From an optimization exercise on the open Yosys and OpenROAD flow, aimed at small area, a short achievable clock period and few clock cycles per item; shortcuts taken in it are not production practice.
Function was not checked in any run shown here: the RTL went through the layout flow alone.

==> flow/config.mk <==
export PLATFORM = sky130hd
export DESIGN_NAME = sphincs_compute_H_msg
export DESIGN_NICKNAME = sphincs_compute_H_msg
export VERILOG_FILES = /design/flow/design.v
export SDC_FILE = /design/flow/constraint.sdc
export NUM_CORES = 4
export LEC_CHECK = 0
export CAP_MARGIN = 20
export CORE_MARGIN = 2
export CORE_UTILIZATION = 40
export SLEW_MARGIN = 20
==> flow/design.v <==
`timescale 1ns/1ps
module sphincs_compute_H_msg (
  input  wire         CLK,
  input  wire         RST,         
  input  wire         start,       
  input  wire [127:0] R_in,
  input  wire [127:0] PKseed,
  input  wire [127:0] PKroot,
  input  wire [263:0] msg,         
  output wire [271:0] H_msg,       
  output reg          valid
);
  localparam [255:0] IV = {
    32'h6a09e667, 32'hbb67ae85, 32'h3c6ef372, 32'ha54ff53a,
    32'h510e527f, 32'h9b05688c, 32'h1f83d9ab, 32'h5be0cd19
  };
  localparam [31:0] K0_PLUS_IVH = 32'h428a2f98 + 32'h5be0cd19;
  function [31:0] rotr;
    input [31:0] x;
    input integer n;
    rotr = (x >> n) | (x << (32 - n));
  endfunction
  function [63:0] csa;
    input [31:0] x, y, z;
    reg [31:0] s, c;
    begin
      s = x ^ y ^ z;
      c = (x & y) | (x & z) | (y & z);
      csa = {s, c[30:0], 1'b0};
    end
  endfunction
  function [31:0] knext;
    input [5:0] i;
    case (i)
      6'd00: knext = 32'h71374491;
      6'd01: knext = 32'hb5c0fbcf;
      6'd02: knext = 32'he9b5dba5;
      6'd03: knext = 32'h3956c25b;
      6'd04: knext = 32'h59f111f1;
      6'd05: knext = 32'h923f82a4;
      6'd06: knext = 32'hab1c5ed5;
      6'd07: knext = 32'hd807aa98;
      6'd08: knext = 32'h12835b01;
      6'd09: knext = 32'h243185be;
      6'd10: knext = 32'h550c7dc3;
      6'd11: knext = 32'h72be5d74;
      6'd12: knext = 32'h80deb1fe;
      6'd13: knext = 32'h9bdc06a7;
      6'd14: knext = 32'hc19bf174;
      6'd15: knext = 32'he49b69c1;
      6'd16: knext = 32'hefbe4786;
      6'd17: knext = 32'h0fc19dc6;
      6'd18: knext = 32'h240ca1cc;
      6'd19: knext = 32'h2de92c6f;
      6'd20: knext = 32'h4a7484aa;
      6'd21: knext = 32'h5cb0a9dc;
      6'd22: knext = 32'h76f988da;
      6'd23: knext = 32'h983e5152;
      6'd24: knext = 32'ha831c66d;
      6'd25: knext = 32'hb00327c8;
      6'd26: knext = 32'hbf597fc7;
      6'd27: knext = 32'hc6e00bf3;
      6'd28: knext = 32'hd5a79147;
      6'd29: knext = 32'h06ca6351;
      6'd30: knext = 32'h14292967;
      6'd31: knext = 32'h27b70a85;
      6'd32: knext = 32'h2e1b2138;
      6'd33: knext = 32'h4d2c6dfc;
      6'd34: knext = 32'h53380d13;
      6'd35: knext = 32'h650a7354;
      6'd36: knext = 32'h766a0abb;
      6'd37: knext = 32'h81c2c92e;
      6'd38: knext = 32'h92722c85;
      6'd39: knext = 32'ha2bfe8a1;
      6'd40: knext = 32'ha81a664b;
      6'd41: knext = 32'hc24b8b70;
      6'd42: knext = 32'hc76c51a3;
      6'd43: knext = 32'hd192e819;
      6'd44: knext = 32'hd6990624;
      6'd45: knext = 32'hf40e3585;
      6'd46: knext = 32'h106aa070;
      6'd47: knext = 32'h19a4c116;
      6'd48: knext = 32'h1e376c08;
      6'd49: knext = 32'h2748774c;
      6'd50: knext = 32'h34b0bcb5;
      6'd51: knext = 32'h391c0cb3;
      6'd52: knext = 32'h4ed8aa4a;
      6'd53: knext = 32'h5b9cca4f;
      6'd54: knext = 32'h682e6ff3;
      6'd55: knext = 32'h748f82ee;
      6'd56: knext = 32'h78a5636f;
      6'd57: knext = 32'h84c87814;
      6'd58: knext = 32'h8cc70208;
      6'd59: knext = 32'h90befffa;
      6'd60: knext = 32'ha4506ceb;
      6'd61: knext = 32'hbef9a3f7;
      6'd62: knext = 32'hc67178f2;
      default: knext = 32'h428a2f98;
    endcase
  endfunction
  reg        busy;      
  reg        su;        
  reg [1:0]  blk;       
  reg [5:0]  rnd;       
  wire       rounding = busy & ~su;
  wire       setup    = ~busy | su;           
  wire [1:0] sblk     = busy ? blk : 2'd0;    
  wire       last     = (rnd == 6'd63);
  wire       fin      = busy & su & (blk == 2'd0);   
  always @(posedge CLK or negedge RST) begin
    if (RST == 1'b0) begin
      busy  <= 1'b0;
      su    <= 1'b0;
      blk   <= 2'd0;
      rnd   <= 6'd0;
      valid <= 1'b0;
    end else begin
      valid <= fin;
      if (!busy) begin
        if (start) begin
          busy <= 1'b1;
          su   <= 1'b0;
          blk  <= 2'd0;
          rnd  <= 6'd0;
        end
      end else if (su) begin
        su <= 1'b0;
        if (blk == 2'd0) busy <= 1'b0;    
      end else begin
        rnd <= rnd + 6'd1;
        if (last) begin
          su  <= 1'b1;
          blk <= blk + 2'd1;
        end
      end
    end
  end
  reg [31:0] a, b, c, d, e, f, g, h;
  reg [31:0] P;
  reg [31:0] w0, w1, w2, w3, w4, w5, w6, w7, w8, w9, w10, w11, w12, w13, w14, w15;
  reg [255:0] hr;        
  reg [15:0]  t1top;     
  wire [255:0] state = {a, b, c, d, e, f, g, h};
  wire         ff_hr = busy & su & (blk == 2'd2);
  wire [255:0] ffx   = ff_hr ? hr : IV;
  wire [255:0] ff;
  genvar gi;
  generate
    for (gi = 0; gi < 8; gi = gi + 1) begin : g_ff
      assign ff[32*gi +: 32] = ffx[32*gi +: 32] + state[32*gi +: 32];
    end
  endgenerate
  assign H_msg = {a, b, c, d, e, f, g, h, t1top};
  wire [31:0] S1 = rotr(e, 6) ^ rotr(e, 11) ^ rotr(e, 25);
  wire [31:0] S0 = rotr(a, 2) ^ rotr(a, 13) ^ rotr(a, 22);
  wire [31:0] ch = (e & f) ^ (~e & g);
  wire [31:0] mj = (a & b) | (c & (a | b));
  wire [63:0] l1 = csa(P, S1, ch);
  wire [63:0] le = csa(d, l1[63:32], l1[31:0]);
  wire [63:0] la2 = csa(l1[63:32], l1[31:0], S0);
  wire [63:0] la3 = csa(la2[63:32], la2[31:0], mj);
  wire [31:0] e_new = le[63:32] + le[31:0];
  wire [31:0] a_new = la3[63:32] + la3[31:0];
  wire [511:0] blk0 = {R_in, PKseed, PKroot, msg[263:136]};
  reg [31:0] srcw;
  always @* begin
    srcw = 32'h0;
    case (blk)
      2'd0: srcw = blk0[511 - 32*(rnd[3:0] + 4'd2) -: 32];
      2'd1: case (rnd[3:0] + 4'd2)
              4'd2:  srcw = msg[71:40];
              4'd3:  srcw = msg[39:8];
              4'd4:  srcw = {msg[7:0], 8'h80, 16'h0};
              4'd15: srcw = 32'h00000288;
              default: srcw = 32'h0;
            endcase
      default: case (rnd[3:0] + 4'd2)
              4'd2:  srcw = hr[191:160];
              4'd3:  srcw = hr[159:128];
              4'd4:  srcw = hr[127:96];
              4'd5:  srcw = hr[95:64];
              4'd6:  srcw = hr[63:32];
              4'd7:  srcw = hr[31:0];
              4'd8:  srcw = {31'h0, ~blk[0]};
              4'd9:  srcw = 32'h80000000;
              4'd15: srcw = 32'h00000120;
              default: srcw = 32'h0;
            endcase
    endcase
  end
  reg [31:0] src0, src1;
  always @* begin
    case (sblk)
      2'd0: begin src0 = R_in[127:96];  src1 = R_in[95:64];  end
      2'd1: begin src0 = msg[135:104];  src1 = msg[103:72];  end
      2'd2: begin src0 = ff[255:224];   src1 = ff[223:192];  end
      default: begin src0 = hr[255:224]; src1 = hr[223:192]; end
    endcase
  end
  wire [31:0] s0w = rotr(w1, 7) ^ rotr(w1, 18) ^ (w1 >> 3);
  wire [31:0] s1w = rotr(w14, 17) ^ rotr(w14, 19) ^ (w14 >> 10);
  wire [63:0] lw1 = csa(w0, w9, s0w);
  wire [63:0] lw2 = csa(lw1[63:32], lw1[31:0], s1w);
  wire [31:0] wcomp = lw2[63:32] + lw2[31:0];
  reg  [31:0] px, pw, pk;
  always @* begin
    if (setup) begin
      pk = K0_PLUS_IVH;
      case (sblk)
        2'd0: begin px = 32'h0; pw = R_in[127:96]; end
        2'd1: begin px = h;     pw = msg[135:104]; end
        2'd2: begin px = a;     pw = hr[255:224];  end
        default: begin px = 32'h0; pw = hr[255:224]; end
      endcase
    end else begin
      pk = knext(rnd);
      px = g;
      pw = w15;
    end
  end
  wire [63:0] lp = csa(px, pw, pk);
  wire [31:0] p_new = lp[63:32] + lp[31:0];
  always @(posedge CLK) begin
    P <= p_new;
    if (setup) begin
      if (sblk == 2'd1 || fin) {a, b, c, d, e, f, g, h} <= ff;
      else              {a, b, c, d, e, f, g, h} <= IV;
    end else begin
      {a, b, c, d, e, f, g, h} <= {a_new, a, b, c, e_new, e, f, g};
    end
    {w0, w1, w2, w3, w4, w5, w6, w7, w8, w9, w10, w11, w12, w13} <=
      {w1, w2, w3, w4, w5, w6, w7, w8, w9, w10, w11, w12, w13, w14};
    if (setup) begin
      w14 <= src0;
      w15 <= src1;
    end else begin
      w14 <= w15;
      w15 <= (rnd < 6'd14) ? srcw : wcomp;
    end
    if (busy & su & (blk == 2'd1 | blk == 2'd2)) hr <= ff;
    if (busy & su & (blk == 2'd3)) t1top <= ff[255:240];
  end
endmodule
==> flow/constraint.sdc <==
create_clock -name core_clock -period 10.0 [get_ports {CLK}]
set_input_delay 2.0000 -clock core_clock [delete_from_list [all_inputs] [get_ports {CLK}]]
set_output_delay 2.0000 -clock core_clock [all_outputs]
set_load 0.01 [all_outputs]
==> flow/run.sh <==
#!/bin/bash
# synth_recipe.tcl (not shown) runs the flow's synth.tcl, then flattens the netlist and writes it again
# the make line also repeats each setting of config.mk as NAME=value (left out here)
make -C /OpenROAD-flow-scripts/flow DESIGN_CONFIG=/design/flow/config.mk WORK_HOME=/design/flow/orfs CLKGATE_MAP_FILE= SYNTH_SCRIPT=/design/flow/synth_recipe.tcl finish
==> flow_metrics.env, run 1 <==
export IMPL_synth_top_area_share_pct=24.02
export IMPL_core_sq_um=165200
export IMPL_yosysWarningCount=1
export IMPL_num_rows=149
export IMPL_start_util_pct=40.37
export IMPL_postRouteAntennaNets=0
export IMPL_dp_cells=9660
export IMPL_synthArstFlopShare_pct=1.016
export IMPL_crit_path_end_kind="flip-flop"
export IMPL_post_cts_setup_buffers=0
export IMPL_setup_viol=0
export IMPL_synth_seq_cells=1083
export IMPL_dieWidth_microns=412.3
export IMPL_synth_area_sq_um=66680
export IMPL_rsz0062_at_grt="false"
export IMPL_worstPathRequired_ns=10.66
export IMPL_fin_nets=8870
export IMPL_vias=63570
export IMPL_post_route_period_util_pct=73.60
export IMPL_antenna_found_initial=70
export IMPL_synth_top_cells_by_area="dfxtp_1 (24%), edfxtp_1 (12%), ha_1 (7.9%)"
export IMPL_totalWireLength_mm=405.0
export IMPL_clock_sinks=1083
export IMPL_ys_types=105
export IMPL_clk_pin_slew_worst_paths_ns=0.06
export IMPL_grt_pass1_wl_mm=533.1
export IMPL_synth_edf_count=272
export IMPL_path_max_fanout=69
export IMPL_grt_ovfl_total=0
export IMPL_worst_pin_slew_ns=1.236
export IMPL_cts_root_buf="clkbuf_16"
export IMPL_synthFlopType="dfxtp_1"
export IMPL_maxSlewHeadroom_pct=17.07
export IMPL_cap_violations=0
export IMPL_place_hpwl_mm=322.4
export IMPL_die_area_sq_um=170000
export IMPL_drive_gt1_share_pct=7.072
export IMPL_critPathKind="flip-flop to flip-flop"
export IMPL_grt_max_degree=131
export IMPL_yosys_top_cells_count="dfxtp_1 (800), a21oi_1 (515), nand2_1 (500)"
export IMPL_slew_violations=0
export IMPL_finalInstanceArea_sq_um=82670
export IMPL_yosys_cell_count_top_type="dfxtp_1"
export IMPL_drc=0
export IMPL_clk_latency_ns=0.85
export IMPL_via_per_inst=6.381
export IMPL_critPathLaunchType="flip-flop"
export IMPL_n_fill_cell=15610
export IMPL_regArea_sq_um=24470
export IMPL_yosysTopAreaCell="dfxtp_1"
export IMPL_dpl_instance_area_sq_um=78410
export IMPL_top_register="hr"
export IMPL_cts_tree="yes"
export IMPL_yosysSeqAreaShare_pct=36.68
export IMPL_numPortBuffers=923
export IMPL_grt_pass1_vias=60460
export IMPL_cts_hold_buffers=0
export IMPL_multi_input_comb_area_sq_um=40060
export IMPL_drt_first_pass_iters=10
export IMPL_synthesis_nets=8087
export IMPL_synth_cells=6817
export IMPL_grt_use_total_pct=46.54
export IMPL_syn_to_final_growth_pct=23.98
export IMPL_final_cells=9961
export IMPL_syn_avg_cell_area_sq_um=9.781
export IMPL_cts_buffers=119
export IMPL_fin_crit_ns=7.360
export IMPL_dieHeight_microns=412.3
export IMPL_status="complete, no violations"
export IMPL_setup_tns_ns=0
export IMPL_fmax_ghz=0.1359
export IMPL_drt_initial_drc_count=8344
export IMPL_skew_ns=0.08220
export IMPL_hp_class="flip-flop to flip-flop"
export IMPL_htreeDepth=3
export IMPL_wire_per_inst_microns=40.66
export IMPL_final_util_pct=50.05
export IMPL_ctsLongestPathBuffers=3
export IMPL_largest_register_ffs=256
export IMPL_finalHoldViolations=0
export IMPL_cp_arrival_ns=8.02
export IMPL_routabilityCongestion=1.095
export IMPL_postCtsResizedCells=0
export IMPL_pin_count=924
[per-layer routing]
layer | vias to the layer above | track usage, % | share of wire, %
met5 | - | 0 | 0.046
met4 | 28 | 47.29 | 12
met3 | 1256 | 11.46 | 9.2
met2 | 4342 | 70.74 | 43
met1 | 31450 | 52.26 | 35
li1 | 26490 | - | -
[cells by family after synthesis]
logic type | share of synthesized area (%)
buffers and inverters | 3.575
AND/OR/NAND/NOR | 10.87
multiplexers | 4.714
XOR/XNOR | 8.454
adder cells (fa/ha/maj) | 14.33
AO/OA/AOI/OAI | 21.38
flip-flops | 36.68
[cell type report]
type                       instances  share of cell area (%)
antenna                           66                  0.1998
clock buffer                     170                   4.015
clock inverter                    57                  0.8325
inverter                         222                   1.008
multi-input combinational       5112                   48.46
sequential                      1083                   29.60
tap                             2189                   3.313
timing repair buffer            1062                   12.57
[worst paths after layout]
| check | end | slack, ns | cells after the start | from |
|---|---|---|---|---|
| min in group asynchronous | blk[0] | 1.63 | 1 | RST |
| setup reg to reg | P[29] | 2.64 | 19 | busy |
| max in group asynchronous | rnd[3] | 7.82 | 1 | RST |
| hold reg to reg | w7[17] | 0.30 | 0 | w8[17] |
| setup / recovery | P[29] | 2.64 | 19 | busy |
| hold / removal | w7[17] | 0.30 | 0 | w8[17] |
[worst max-delay path, stage by stage (launching register included)]
cell and delay (ns):
dfrtp_1 0.63, nand2_2 0.61, ha_4 0.93, a22oi_1 0.24
nand2_1 0.14, o21ai_0 0.09, o21ai_0 0.90, fa_1 0.58
ha_1 0.39, a2111oi_0 0.45, o211ai_1 0.20, nand2_1 0.16
a221oi_1 0.15, o21a_1 0.26, a21oi_1 0.42, o21bai_1 0.21
o21a_1 0.25, a21oi_1 0.24, a21oi_1 0.12, xor2_1 0.16
[metrics by stage]
stage	hold WS (ns)	setup WS [ns]
final	0.3014	2.640
after floorplan	0.3096	2.627
after CTS	0.2945	3.046
after detailed placement	0.3121	2.746
after global placement	0.3096	2.728
after global routing	0.2952	2.263
[cell usage in the layout, fill, tap and decap left out, drive strengths merged, types with 100 or more instances in the layout]
| cell type | n |
|---|---|
| o21ai | 438 |
| nand2 | 500 |
| inv | 230 |
| clkbuf | 171 |
| buf | 138 |
| ha | 419 |
| dfxtp | 800 |
| mux4 | 109 |
| xnor2 | 484 |
| fa | 200 |
| a22o | 100 |
| nor2 | 352 |
| o22a | 111 |
| and2 | 132 |
| xor2 | 157 |
| a21oi | 518 |
| nand2b | 185 |
| clkdlybuf4s50 | 923 |
| a21o | 166 |
| edfxtp | 272 |
| a22oi | 149 |
==> run 2, diff against run 1 <==
--- a/flow/config.mk
+++ b/flow/config.mk
@@ -7,2 +7,3 @@
 export LEC_CHECK = 0
+export ABC_CLOCK_PERIOD_IN_PS = 5000
 export CAP_MARGIN = 20
@@ -10,2 +11,3 @@
 export CORE_UTILIZATION = 40
+export SETUP_SLACK_MARGIN = 4
 export SLEW_MARGIN = 20
==> flow_metrics.env, run 2 <==
export IMPL_grt_ovfl_total=0
export IMPL_crit_path_end_kind="flip-flop"
export IMPL_yosysSeqAreaShare_pct=36.68
export IMPL_cpLargestDelayFamily="compound AO/OA/AOI/OAI gates"
export IMPL_place_hpwl_mm=323.5
export IMPL_postRouteAntennaNets=0
export IMPL_hold_depth=0
export IMPL_routabilityCongestion=1.121
export IMPL_drt_initial_drc_count=8603
export IMPL_start_util_pct=40.37
export IMPL_skew_ns=0.1185
export IMPL_r2r_end="w15[9]"
export IMPL_synth_area_sq_um=66680
export IMPL_pin_count=924
export IMPL_worst_pin_slew_ns=1.241
export IMPL_hp_class="flip-flop to flip-flop"
export IMPL_use_met3_pct=10.78
export IMPL_hold_path_end="w9[27]"
export IMPL_synth_cells=6817
export IMPL_layout_common_cells="clkdlybuf4s50_1 (923), dfxtp_1 (798), a21oi_1 (510), nand2_1 (497), xnor2_1 (477)"
export IMPL_path_max_fanout=65
export IMPL_worstPathRequired_ns=10.66
export IMPL_synth_top_family_by_area="compound AO/OA/AOI/OAI gates"
export IMPL_synthFlopType="dfxtp_1"
export IMPL_vias=63650
export IMPL_synth_edf_count=272
export IMPL_cts_hold_buffers=0
export IMPL_drive_gt1_share_pct=7.840
export IMPL_dieWidth_microns=412.3
export IMPL_layout_commonest_cell="clkdlybuf4s50_1"
export IMPL_synth_seq_cells=1083
export IMPL_yosysTopAreaCell="dfxtp_1"
export IMPL_num_rows=149
export IMPL_clk_pin_slew_worst_paths_ns=0.07
export IMPL_fin_crit_ns=5.992
export IMPL_die_area_sq_um=170000
export IMPL_synthArstFlopShare_pct=1.016
export IMPL_post_route_period_util_pct=59.92
export IMPL_synthXorXnorAreaFrac_pct=8.454
export IMPL_fmax_ghz=0.1669
export IMPL_syn_to_final_growth_pct=24.72
export IMPL_setup_viol=0
export IMPL_status="complete, no violations"
export IMPL_setup_tns_ns=0
export IMPL_via_per_inst=6.402
export IMPL_synth_top_cells_by_area="dfxtp_1 (24%), edfxtp_1 (12%), ha_1 (7.9%)"
export IMPL_grt_pass1_vias=60420
export IMPL_crit_start="rnd[2]"
export IMPL_synthesis_nets=8087
export IMPL_core_sq_um=165200
export IMPL_finalHoldViolations=0
export IMPL_crit_buf_inv=2
export IMPL_slew_violations=0
export IMPL_cts_buffers=118
export IMPL_largest_register_ffs=256
export IMPL_busiest_layer="met2"
export IMPL_synthSimpleGateAreaFrac_pct=10.87
export IMPL_ctsLongestPathBuffers=3
export IMPL_holdCritStartpoint="w10[27]"
export IMPL_crit_path_cell_trace="buf_8, ha_1, xor2_4, nor2_2, and2_2, buf_6, a221o_1, a221oi_1, o22ai_1, o21ai_1, o21ai_0, a21o_1"
export IMPL_rsz0062_at_grt="false"
export IMPL_synth_area_mux_share_pct=4.714
export IMPL_cts_root_buf="clkbuf_16"
export IMPL_grt_use_met2_pct=70.46
export IMPL_critPathLaunchType="flip-flop"
export IMPL_cp_arrival_ns=6.65
export IMPL_clk_latency_ns=0.83
export IMPL_rr_worst_depth=12
export IMPL_top_register="hr"
export IMPL_cap_violations=0
export IMPL_fin_nets=8870
export IMPL_critPathKind="flip-flop to flip-flop"
export IMPL_yosysWarningCount=1
export IMPL_grt_pass1_wl_mm=535.9
export IMPL_crit_path_top_delay_cell="o21ai_1"
export IMPL_yosys_top_cells_count="dfxtp_1 (800), a21oi_1 (515), nand2_1 (500)"
export IMPL_synthAdderAreaFrac_pct=14.33
export IMPL_holdWs_ns=0.3167
export IMPL_wire_per_inst_microns=41.34
export IMPL_syn_avg_cell_area_sq_um=9.781
export IMPL_rrSetupSlack_ns=4.01
export IMPL_grt_max_degree=129
export IMPL_yosys_cell_count_top_type="dfxtp_1"
export IMPL_synth_compound_area_share_pct=21.38
export IMPL_totalWireLength_mm=410.9
export IMPL_ys_types=105
export IMPL_cts_tree="yes"
export IMPL_r2r_start="rnd[2]"
export IMPL_maxSlewHeadroom_pct=17.00
export IMPL_grtUsageMet1_pct=53.33
export IMPL_grt_use_total_pct=46.76
export IMPL_drc=0
export IMPL_clock_sinks=1083
export IMPL_synth_top_area_share_pct=24.02
export IMPL_cp_slowest_stage_delay_ns=0.68
export IMPL_numPortBuffers=923
export IMPL_antenna_found_initial=61
export IMPL_drt_first_pass_iters=8
export IMPL_htreeDepth=3
export IMPL_dieHeight_microns=412.3
==> run 2: layer usage <==
layer	part of all wire (%)	up-vias
li1	-	26450
met1	35	31370
met2	43	4539
met3	9.5	1276
met4	12	16
met5	0.025	-
==> run 2: repair_timing <==
item                       CTS  global route
setup endpoints to repair   32            29
pin swaps                    2             4
buffers inserted             3             9
gates cloned                 1             4
gates resized for setup     42            53
hold endpoints to repair     0             0
==> run 2: cell type report <==
type | instances | area (sq um)
diodes | 48 | 120.1
clock buffers | 161 | 3349
clock inverters | 63 | 752.0
fillers | 15580 | 82020
inverters | 222 | 852.1
multi-input cells | 5115 | 40350
flip-flops and latches | 1083 | 24470
well taps | 2189 | 2739
repair buffers | 1060 | 10520
==> run 2: worst register-to-register path, stage by stage, from the launching register on <==
cell and delay, ns:
dfrtp_4 0.62, buf_8 0.41, ha_1 0.60, xor2_4 0.50, nor2_2 0.22, and2_2 0.45, buf_6 0.33, a221o_1 0.72
a221oi_1 0.62, o22ai_1 0.28, o21ai_1 0.68, o21ai_0 0.19, a21o_1 0.22
==> run 2: worst max path at each step <==
stage                   to  slack (ns)  depth (start not counted)
floorplan            P[29]        4.03                         29
global placement     P[29]        2.80                         18
finish              w15[9]        4.01                         12
CTS                  P[29]        3.97                         18
detailed placement   P[29]        2.86                         18
global route         P[29]        4.01                         24
==> run 2: cells by family after synthesis <==
kind of cell             after synthesis
AND/OR/NAND/NOR                     1524
buffers and inverters                622
multiplexers                         176
flip-flops                          1083
AO/OA/AOI/OAI                       2121
XOR/XNOR                             641
adder cells (fa/ha/maj)              650
==> run 2: per-stage QoR <==
step | instance area, sq um | worst slack [ns] | std cells | util (%)
2_1_floorplan | 66710 | 4.033 | 6817 | -
3_3_place_gp | 78250 | 2.803 | 9648 | 47.37
3_5_place_dp | 78260 | 2.858 | 9648 | 47.38
4_1_cts | 82580 | 3.967 | 9876 | 50.00
5_1_grt | 83090 | 4.010 | 9913 | 50.30
6_report | 83160 | 4.008 | 9941 | 50.34

-- re-timing with driven ports --
In the flow no input, the clock included, has a driving cell. The finished layouts below were timed again as built, in two steps.
Step 1 (the two cells are an assumption about what drives the block):
set clk [get_ports {CLK}]
set_driving_cell -lib_cell sky130_fd_sc_hd__clkbuf_16 $clk
set_driving_cell -lib_cell sky130_fd_sc_hd__buf_2 [delete_from_list [all_inputs] $clk]
Step 2 adds t to the input delays and takes it off the output delays; t is the mean of the earliest and latest rising clock arrival at the registers after step 1. Input paths then give back, and output paths get back, about the clock's delay inside the block.
a / b / c = ideal / step 1 / step 2; a / b = the first two.
| run | t (ns) | slack for setup (ns) | slew at the worst register clock pin (ns) |
|---|---|---|---|
| run 1 | 0.911 | 2.640 / 2.640 / 2.378 | 0.08 / 0.08 |
| run 2 | 0.873 | 4.008 / 4.008 / 3.198 | 0.07 / 0.07 |
After both steps setup and hold are still met in every run listed. The setup slack of run 2, which loses most, moves by 0.000 ns with the drivers and by -0.810 ns with both steps.
